What follows belongs to an exercise in optimizing a design on an open flow for small area, a short achievable clock period and few clock cycles per item; a production flow would make more cautious choices.
Only simulation tests tie the RTL to the original design; equivalence was not proved.

==> flow/run.sh <==
#!/bin/bash
# synth_recipe.tcl (not shown) runs the flow's synth.tcl, then flattens the netlist and writes it again
# the make line also repeats each setting of config.mk as NAME=value (left out here)
make -C /OpenROAD-flow-scripts/flow DESIGN_CONFIG=/design/flow/config.mk WORK_HOME=/design/flow/orfs CLKGATE_MAP_FILE= SYNTH_SCRIPT=/design/flow/synth_recipe.tcl finish
==> flow/config.mk <==
export PLATFORM = sky130hd
export DESIGN_NAME = div_top
export DESIGN_NICKNAME = div_top
export VERILOG_FILES = /design/flow/design.v
export SDC_FILE = /design/flow/constraint.sdc
export NUM_CORES = 4
export LEC_CHECK = 0
export CAP_MARGIN = 20
export CORE_MARGIN = 2
export CORE_UTILIZATION = 55
export CTS_CLUSTER_DIAMETER = 50
export CTS_CLUSTER_SIZE = 10
export SETUP_SLACK_MARGIN = 3
export SLEW_MARGIN = 20
==> flow/constraint.sdc <==
create_clock -name core_clock -period 175.0 [get_ports {clk}]
set_input_delay 35.0000 -clock core_clock [delete_from_list [all_inputs] [get_ports {clk}]]
set_output_delay 35.0000 -clock core_clock [all_outputs]
set_load 0.01 [all_outputs]
==> flow/design.v <==
module integer_divider #(parameter M = 5, N = 3)
  (input [M-1:0] dividend, 
   input [N-1:0] divisor, 
   output reg [M-N:0] quotient);
  reg [M-1:0] temp;   
  reg [M-1:0] dividend_copy;   
  always @(*) begin
    dividend_copy = dividend;   
    for (integer i = M-N; i >= 0; i = i - 1) begin
      temp = divisor << i;   
      if (temp <= dividend_copy) begin
        quotient[i] = 1'b1;  					 
        dividend_copy = dividend_copy - temp;   
      end
		else 
          quotient[i] = 1'b0; 
    end
  end
endmodule
module div_top (
  input         clk,
  input         rst,
  input         in_valid,
  output        in_ready,
  input  [63:0] dividend,
  input  [31:0] divisor,
  output        out_valid,
  output [32:0] quotient
);
  reg        v_r;
  reg [63:0] a_r;
  reg [31:0] d_r;
  reg        ov_r;
  reg [32:0] q_r;
  wire [32:0] q_w;
  integer_divider #(.M(64), .N(32)) u_div (
    .dividend(a_r),
    .divisor (d_r),
    .quotient(q_w)
  );
  always @(posedge clk) begin
    if (rst) begin
      v_r  <= 1'b0;
      ov_r <= 1'b0;
    end else begin
      v_r  <= in_valid;
      ov_r <= v_r;
    end
  end
  always @(posedge clk) begin
    if (in_valid) begin
      a_r <= dividend;
      d_r <= divisor;
    end
    if (v_r)
      q_r <= q_w;
  end
  assign in_ready  = 1'b1;
  assign out_valid = ov_r;
  assign quotient  = q_r;
endmodule
==> impl_metrics.env, run 1 <==
export IMPL_arrival_ps=167760
export IMPL_worst_clock_skew_ps=54.6
export IMPL_grt_pass1_vias=95100
export IMPL_final_layout_size_suffix_gt1_share_pct=12.4
export IMPL_startpoint="a_r[0]$_DFFE_PP_"
export IMPL_synth_compound_area_share_pct=33.7
export IMPL_worstSetupStartpointType="flop"
export IMPL_r2r_end="q_r[0]$_DFFE_PP_"
export IMPL_chipHeight_um=402
export IMPL_period_share_pct=95.7
export IMPL_synthDistinctLibCells=138
export IMPL_synth_top_family_by_area="compound AO/OA/AOI/OAI gates"
export IMPL_crit_family="compound AO/OA/AOI/OAI gates"
export IMPL_clock_fmax_mhz=5.97
export IMPL_drt_total_wl_um=362000
export IMPL_r2r_start="a_r[0]$_DFFE_PP_"
export IMPL_pin_count=134
export IMPL_period_needed_ps=167490
export IMPL_die_w_um=402
export IMPL_initial_utilization_pct=55.5
export IMPL_rsz0062_at_grt="yes"
export IMPL_clkLatencyLatePin_ps=600
export IMPL_synth_area_top_cells="ha_1 15%, xnor2_1 8.8%, a21oi_1 8.2%, a21o_1 6.8%, nor2_1 5.5%"
export IMPL_required_ps=175270
export IMPL_wl_per_cell_um=24.1
export IMPL_dp_hpwl_um=280000
export IMPL_portBuffers=132
export IMPL_grt_pass1_wl_um=536000
export IMPL_synth_cells=12600
export IMPL_r2r_slack_ps=7510
export IMPL_critPathBufInv=51
export IMPL_die_area_um2=161000
export IMPL_whs_ps=970
export IMPL_synth_area_mux_share_pct=2.93
export IMPL_synthSimpleGateAreaFrac_pct=25.9
export IMPL_tightestPinTransition_ps=1130
export IMPL_worst_path_stages=887
export IMPL_ys_ff_latch=131
export IMPL_ys_seq_area_share_pct=4.50
export IMPL_min_to="q_r[31]$_DFFE_PP_"
export IMPL_ys_async_sr_fraction_pct=0
export IMPL_grt_ovfl_total=0
export IMPL_setup_violations=0
export IMPL_fp_row_count=145
export IMPL_synth_top_cell_area_share_pct=15.2
export IMPL_area_growth_synth_to_final_pct=13.3
export IMPL_maxCapViolations=0
export IMPL_layout_nets=14200
export IMPL_clkTransAtPathRegs_ps=110
export IMPL_crit_path_max_fanout=25
export IMPL_firstDrtPassIters=10
export IMPL_ant_nets=0
export IMPL_cts_max_level=4
export IMPL_nFillCells=14200
export IMPL_vias=104000
export IMPL_drv_slew=0
export IMPL_dp_cells=14700
export IMPL_instances_no_fill=15000
export IMPL_grt_usage_pct=41.0
export IMPL_numCtsBuffers=17
export IMPL_core_area_um2=157000
export IMPL_holdCritPathClass="flop to flop"
export IMPL_via_per_inst=6.91
export IMPL_crit_top_cell="a21o_1"
export IMPL_cts_root_buf="clkbuf_16"
export IMPL_synth_edff_count=129
export IMPL_synthAdderAreaFrac_pct=15.9
export IMPL_synth_avg_cell_area_um2=6.89
export IMPL_cts_tree="yes"
export IMPL_worstRegToRegCells=974
export IMPL_syn_num_nets=13800
export IMPL_antenna_found_initial=9
export IMPL_final_util_pct=62.9
export IMPL_crit_path_end="q_r[0]$_DFFE_PP_"
export IMPL_drc=0
export IMPL_hold_depth=0
export IMPL_outcome="complete, no violations"
export IMPL_final_hold_viol_count=0
export IMPL_drt_initial_drc_count=12000
export IMPL_synthFlopType="edfxtp_1"
export IMPL_yosys_area_top_type="ha_1"
export IMPL_synth_most_common_cell="a21oi_1"
export IMPL_cts_hold_fix_buffers=0
export IMPL_place_congestion=1.03
export IMPL_cpMaxStageDelayCell="nor3_1"
export IMPL_cpPeakStageDelay_ps=810
export IMPL_clock_path_buffers=2
export IMPL_clock_sinks=131
export IMPL_synth_warnings=2
export IMPL_slew_headroom_pct=23.7
export IMPL_synth_commonest_cells="1424 x a21oi_1, 1281 x nor2_1, 1056 x ha_1, 873 x xnor2_1, 865 x nand2_1"
export IMPL_grt_max_degree=84
export IMPL_crit_path_end_kind="flop"
export IMPL_critical_path_class="flop to flop"
export IMPL_min_from="v_r$_SDFF_PP0_"
export IMPL_syn_cell_area_um2=87000
export IMPL_synthXorXnorAreaFrac_pct=12.1
-- sequential cells by signal, summed over array words and instances (netlist names) --
name	flops
a_r	64
q_r	33
d_r	32
ov_r	1
v_r	1
-- layer usage --
metal / wire, um / part of all wire (%) / global-route usage [%]
met3: 34900 / 9.6 / 5.81
met2: 160000 / 44 / 66.2
met1: 143000 / 40 / 52.3
met4: 24200 / 6.7 / 22.9
met5: 66 / 0.018 / 0
-- stage by stage --
step | setup slack, ps | cell area [um2] | TNS (ps)
2_1_floorplan | 161 | 89700 | 0
3_3_place_gp | -39.0 | 92400 | -39.0
3_5_place_dp | -4120 | 92400 | -4820
4_1_cts | 3020 | 93700 | 0
5_1_grt | -995 | 98500 | -995
6_report | 7510 | 98500 | 0
-- cells by family after synthesis --
kind of cell               Yosys count
other                                1
AOI/OAI and AO/OA                 4487
xor gates and xnor gates          1188
adders and majority gates         1088
and+or+nand+nor                   4405
DFF                                131
muxes                              237
buffers and inverters             1079
-- final cells by class --
class / count / area (um2) / share of cell area [%]
multi-input cells: 11400 / 82100 / 83.4
diodes: 1 / 2.50 / 0.00254
repair inverters: 17 / 156 / 0.159
clock buffers: 17 / 425 / 0.432
flip-flops and latches: 131 / 3920 / 3.98
repair buffers: 732 / 6350 / 6.44
clock inverters: 15 / 235 / 0.239
well taps: 2058 / 2570 / 2.61
inverters: 663 / 2710 / 2.75
-- repair_timing --
action,4_1_cts,5_1_grt
setup endpoints to repair,2,3
gates resized for setup,69,524
setup buffers,39,274
pin swaps,29,422
gates cloned,5,26
-- layout by cell type (no fill, tap or decap), types with 118 or more instances in the layout --
cell             count
buf_4              554
a21oi_1           1295
a31oi_1            123
and2_1             121
nor2b_1            131
nand2_1            852
a21o_1             780
ha_1               993
xor2_1             305
edfxtp_1           129
nor3_1             216
nand2b_1           278
o21bai_1           144
nand3_1            343
inv_1              592
nor4_1             120
o21ai_1            172
nor2_1            1242
clkdlybuf4s50_1    131
o21ai_0            532
and3_1             118
nand4_1            336
a21oi_2            122
xnor2_1            872
Testbench counts, summed over its fixed seeds: cycles 3,216, items 3,200.
==> run 2: changes to the inputs <==
==> flow/design.v (replaced) <==
module integer_divider #(parameter M = 5, N = 3)
  (input [M-1:0] dividend,
   input [N-1:0] divisor,
   output reg [M-N:0] quotient);
  reg [M-1:0] temp;
  reg [M-1:0] dividend_copy;
  always @(*) begin
    dividend_copy = dividend;
    for (integer i = M-N; i >= 0; i = i - 1) begin
      temp = divisor << i;
      if (temp <= dividend_copy) begin
        quotient[i] = 1'b1;
        dividend_copy = dividend_copy - temp;
      end
      else
        quotient[i] = 1'b0;
    end
  end
endmodule
module div_top (
  input         clk,
  input         rst,
  input         in_valid,
  output        in_ready,
  input  [63:0] dividend,
  input  [31:0] divisor,
  output        out_valid,
  output [32:0] quotient
);
  localparam K  = 8;                
  localparam N  = (33 + K - 1) / K;  
  localparam W  = N * K;             
  localparam CW = 3;                 
  reg        f_full;
  reg [63:0] f_a;
  reg [31:0] f_d;
  reg        rdy_r;
  reg          busy;
  reg [CW-1:0] cnt;
  reg          sat_r;
  reg [31+W:0] R;
  reg [31:0]   D;
  reg        ov_r;
  reg [32:0] q_r;
  wire sat = !(f_a[63:33] < f_d);    
  reg  [CW-1:0] c_blk;
  reg  [31+W:0] r_ld;
  integer c;
  always @(*) begin
    c_blk = N[CW-1:0];
    r_ld  = {{(W-32){1'b0}}, f_a};
    for (c = N - 1; c >= 1; c = c - 1)
      if (({64'd0, f_a} >> (c * K)) < {96'd0, f_d}) begin
        c_blk = c[CW-1:0];
        r_ld  = {{(W-32){1'b0}}, f_a} << (W - c * K);
      end
    if (sat) c_blk = 1;
  end
  reg [31:0]  rem;
  reg [W-1:0] low;
  reg [32:0]  x, df;
  integer s;
  always @(*) begin
    rem = R[31+W:W];
    low = R[W-1:0];
    for (s = 0; s < K; s = s + 1) begin
      x   = {rem, low[W-1]};
      df  = x - {1'b0, D};
      low = {low[W-2:0], ~df[32]};
      rem = df[32] ? x[31:0] : df[31:0];
    end
  end
  wire fin    = !busy || (cnt == 1);
  wire take   = f_full && fin;
  wire accept = in_valid && rdy_r;
  wire          f_full_n = accept || (f_full && !take);
  wire          busy_n   = take || (busy && cnt != 1);
  wire          fin_n    = take ? (c_blk == 1) : (!busy || cnt == 1 || cnt == 2);
  always @(posedge clk) begin
    if (rst) begin
      f_full <= 1'b0;
      busy   <= 1'b0;
      ov_r   <= 1'b0;
      rdy_r  <= 1'b1;
    end else begin
      f_full <= f_full_n;
      busy   <= busy_n;
      ov_r   <= busy && cnt == 1;
      rdy_r  <= !f_full_n || fin_n;
    end
  end
  always @(posedge clk) begin
    if (rdy_r) begin
      f_a <= dividend;
      f_d <= divisor;
    end
    if (take) begin
      R     <= r_ld;
      D     <= f_d;
      cnt   <= c_blk;
      sat_r <= sat;
    end else begin
      R     <= {rem, low};
      cnt   <= cnt - 1'b1;
    end
    q_r <= low[32:0] | {33{sat_r}};
  end
  assign in_ready  = rdy_r;
  assign out_valid = ov_r;
  assign quotient  = q_r;
endmodule
==> run 2 against run 1 <==
Net effect:
- still clean
- fmax increased to 4.6 times the previous value
- die area shrank 67%
- non-clock buffer count shrank 563
- setup slack improved by 130000 ps
- sequential cell count is 110 higher
- routed wire length down 73%
- global-route usage is 5.3 points lower
- sequential share of layout area grew 16 points
- first-iteration DRC count shrank 79%
- utilization is 1.1 points lower
- via count fell by 74%
- clock skew shrank 39 ps
- critical path type is now flop to output pin
- highest routed layer unchanged
==> impl_metrics.env, run 2 <==
export IMPL_final_util_pct=61.8
export IMPL_clock_sinks=241
export IMPL_largest_register_ffs=72
export IMPL_clock_path_buffers=3
export IMPL_cts_root_buf="clkbuf_16"
export IMPL_chipHeight_um=230
export IMPL_grt_max_degree=99
export IMPL_rsz0062_at_grt="no"
export IMPL_cts_tree="yes"
export IMPL_post_cts_setup_buffers=0
export IMPL_cpPeakStageDelay_ps=600
export IMPL_firstDrtPassIters=9
export IMPL_largest_register="R"
export IMPL_portBuffers=133
export IMPL_crit_path_max_fanout=21
export IMPL_crit_path_end_kind="output pin"
export IMPL_grt_pass1_vias=26700
export IMPL_synthDistinctLibCells=95
export IMPL_grt_use_met3_pct=3.31
export IMPL_area_growth_synth_to_final_pct=10.5
export IMPL_grt_usage_pct=35.7
export IMPL_synth_cells=3409
export IMPL_drc=0
export IMPL_synth_avg_cell_area_um2=8.25
export IMPL_critical_path_class="flop to output pin"
export IMPL_setup_violations=0
export IMPL_place_congestion=0.972
export IMPL_synth_warnings=1
export IMPL_vias=27100
export IMPL_worstSetupStartpointType="flop"
export IMPL_stdcell_area_um2=31100
export IMPL_core_area_um2=50300
export IMPL_fp_row_count=82
export IMPL_busiest_layer="met2"
export IMPL_antenna_found_initial=1
export IMPL_ys_async_sr_fraction_pct=0
export IMPL_largest_registers="R (72), f_a (64), q_r (33)"
export IMPL_required_ps=140000
export IMPL_layout_common_cells="413 x ha_1, 298 x nand2_1, 287 x a21oi_1"
export IMPL_outcome="complete, no violations"
export IMPL_global_route_usage_met1_pct=42.8
export IMPL_ys_ff_latch=241
export IMPL_holdCritPathClass="flop to flop"
export IMPL_syn_num_nets=3929
export IMPL_grt_ovfl_total=0
export IMPL_syn_cell_area_um2=28100
export IMPL_use_met2_pct=61.5
export IMPL_ys_seq_area_share_pct=21.8
export IMPL_crit_family="buffers and inverters"
export IMPL_postPlaceCellArea_um2=30200
export IMPL_cts_hold_fix_buffers=0
export IMPL_clkTransAtPathRegs_ps=60
export IMPL_num_antenna_cells=0
export IMPL_crit_chain="clkdlybuf4s50_1"
export IMPL_via_per_inst=6.47
export IMPL_pin_count=134
export IMPL_cts_max_level=1
export IMPL_period_share_pct=21.0
export IMPL_ant_nets=0
export IMPL_initial_utilization_pct=55.9
export IMPL_critPathBufInv=1
export IMPL_synth_most_common_cell="ha_1"
export IMPL_drt_total_wl_um=96800
export IMPL_period_needed_ps=36700
export IMPL_die_area_um2=52900
export IMPL_cpMaxStageDelayCell="clkdlybuf4s50_1"
export IMPL_clkLatencyLatePin_ps=580
export IMPL_synthFlopType="edfxtp_1"
export IMPL_tightestPinTransition_ps=1060
export IMPL_setup_tns_ps=0
export IMPL_whs_ps=449
export IMPL_synth_edff_count=129
export IMPL_synth_commonest_cells="413 x ha_1, 300 x nand2_1, 287 x a21oi_1, 253 x o21ai_0, 227 x nor2_1"
export IMPL_dp_hpwl_um=76400
export IMPL_die_w_um=230
export IMPL_clock_fmax_mhz=27.3
export IMPL_worst_clock_skew_ps=15.8
export IMPL_arrival_ps=1700
export IMPL_synth_area_top_cells="ha_1 18%, edfxtp_1 14%, dfxtp_1 8.0%, a21oi_1 5.1%, a21o_1 4.9%"
export IMPL_synth_top_cell_area_share_pct=18.4
export IMPL_numCtsBuffers=29
export IMPL_wl_per_cell_um=23.1
export IMPL_grt_pass1_wl_um=148000
export IMPL_drv_slew=0
export IMPL_layout_nets=4022
export IMPL_drt_initial_drc_count=2528
export IMPL_cts_resized=0
export IMPL_slew_headroom_pct=29.1
export IMPL_maxCapViolations=0
export IMPL_final_common_cell="ha_1"
export IMPL_yosys_area_top_type="ha_1"
export IMPL_final_hold_viol_count=0
export IMPL_final_layout_size_suffix_gt1_share_pct=6.13
-- run 2: final timing paths --
kind | start | cells past startpoint | slack, ps | to
worst max register to register | D[1]$_DFFE_PP_ | 122 | 139260 | R[65]$_DFF_P_
worst min-delay path | R[2]$_DFF_P_ | 1 | 450 | q_r[10]$_DFF_P_
worst min register to register | R[2]$_DFF_P_ | 1 | 450 | q_r[10]$_DFF_P_
worst max-delay path | rdy_r$_SDFF_PP1_ | 1 | 138300 | in_ready
-- run 2: kinds of logic (layout without fill, tap and decap cells) --
family / after synthesis / count (layout) / share of synthesized area, %
adder cells (fa/ha/maj): 421 / 421 / 19.0
multiplexers: 162 / 162 / 6.07
AND/OR/NAND/NOR: 955 / 955 / 16.4
flip-flops: 241 / 241 / 21.8
XOR/XNOR: 215 / 215 / 6.73
AO/OA/AOI/OAI: 1116 / 1116 / 26.0
buffers and inverters: 299 / 413 / 4.15
-- run 2: final cells by class --
cell class / count / area [um2]
clock buffer: 49 / 832
timing repair buffer: 169 / 1600
sequential: 241 / 6120
inverter: 192 / 721
tap: 672 / 841
fill: 4383 / 19200
multi-input combinational: 2869 / 20900
clock inverter: 3 / 37.5
-- run 2: worst reg2reg max path: cells and delay by family (launching register included) --
kind,cells,cell delay [ps]
adders and majority gates,8,3290
DFF,1,800
AOI/OAI and AO/OA,72,19340
and+or+nand+nor,28,7430
xor gates and xnor gates,2,740
muxes,4,1300
buffers and inverters,8,2710
-- run 2: metal layers --
metal  routed length, um  vias to the layer above
li1                    -                    12800
met1               38600                    12800
met2               45200                     1172
met3                6040                      346
met4                6960                        2
met5                  14                        -
-- run 2: through the flow --
step                worst slack (ps)  std cells
finish                        138300       4195
global route                  137380       4195
CTS                           138290       4195
detailed placement            138900       4143
global placement              138910       4143
floorplan                     137550       3409
Testbench counts of run 2, summed over its fixed seeds: cycles 8,943, items 3,200.

==> afterwards: timing with drivers on the ports <==
The results above use ideal ports. As a check the final layouts listed here were re-extracted and re-timed, cells and wires unchanged.
Step 1 sets driving cells, clkbuf_16 on the clock port and buf_2 on the other inputs (assumed; they add their load-dependent delay and slew).
Step 2 times the ports against the registers' clock, not the clock port: input delays grow and output delays shrink by t, the midpoint of the rising clock arrivals with the driver on.
Three values: ideal, step 1, step 2; two values: the first two.
run	t, ns	setup WS [ns]	worst setup path at the end	latest minus earliest clock arrival (ns)
run 1	0.632	7.507 / 7.507 / 7.507	register to register	0.055 / 0.054
run 2	0.627	138.303 / 138.249 / 138.876	register to output	0.016 / 0.016
After both steps setup and hold are still met in every run listed.
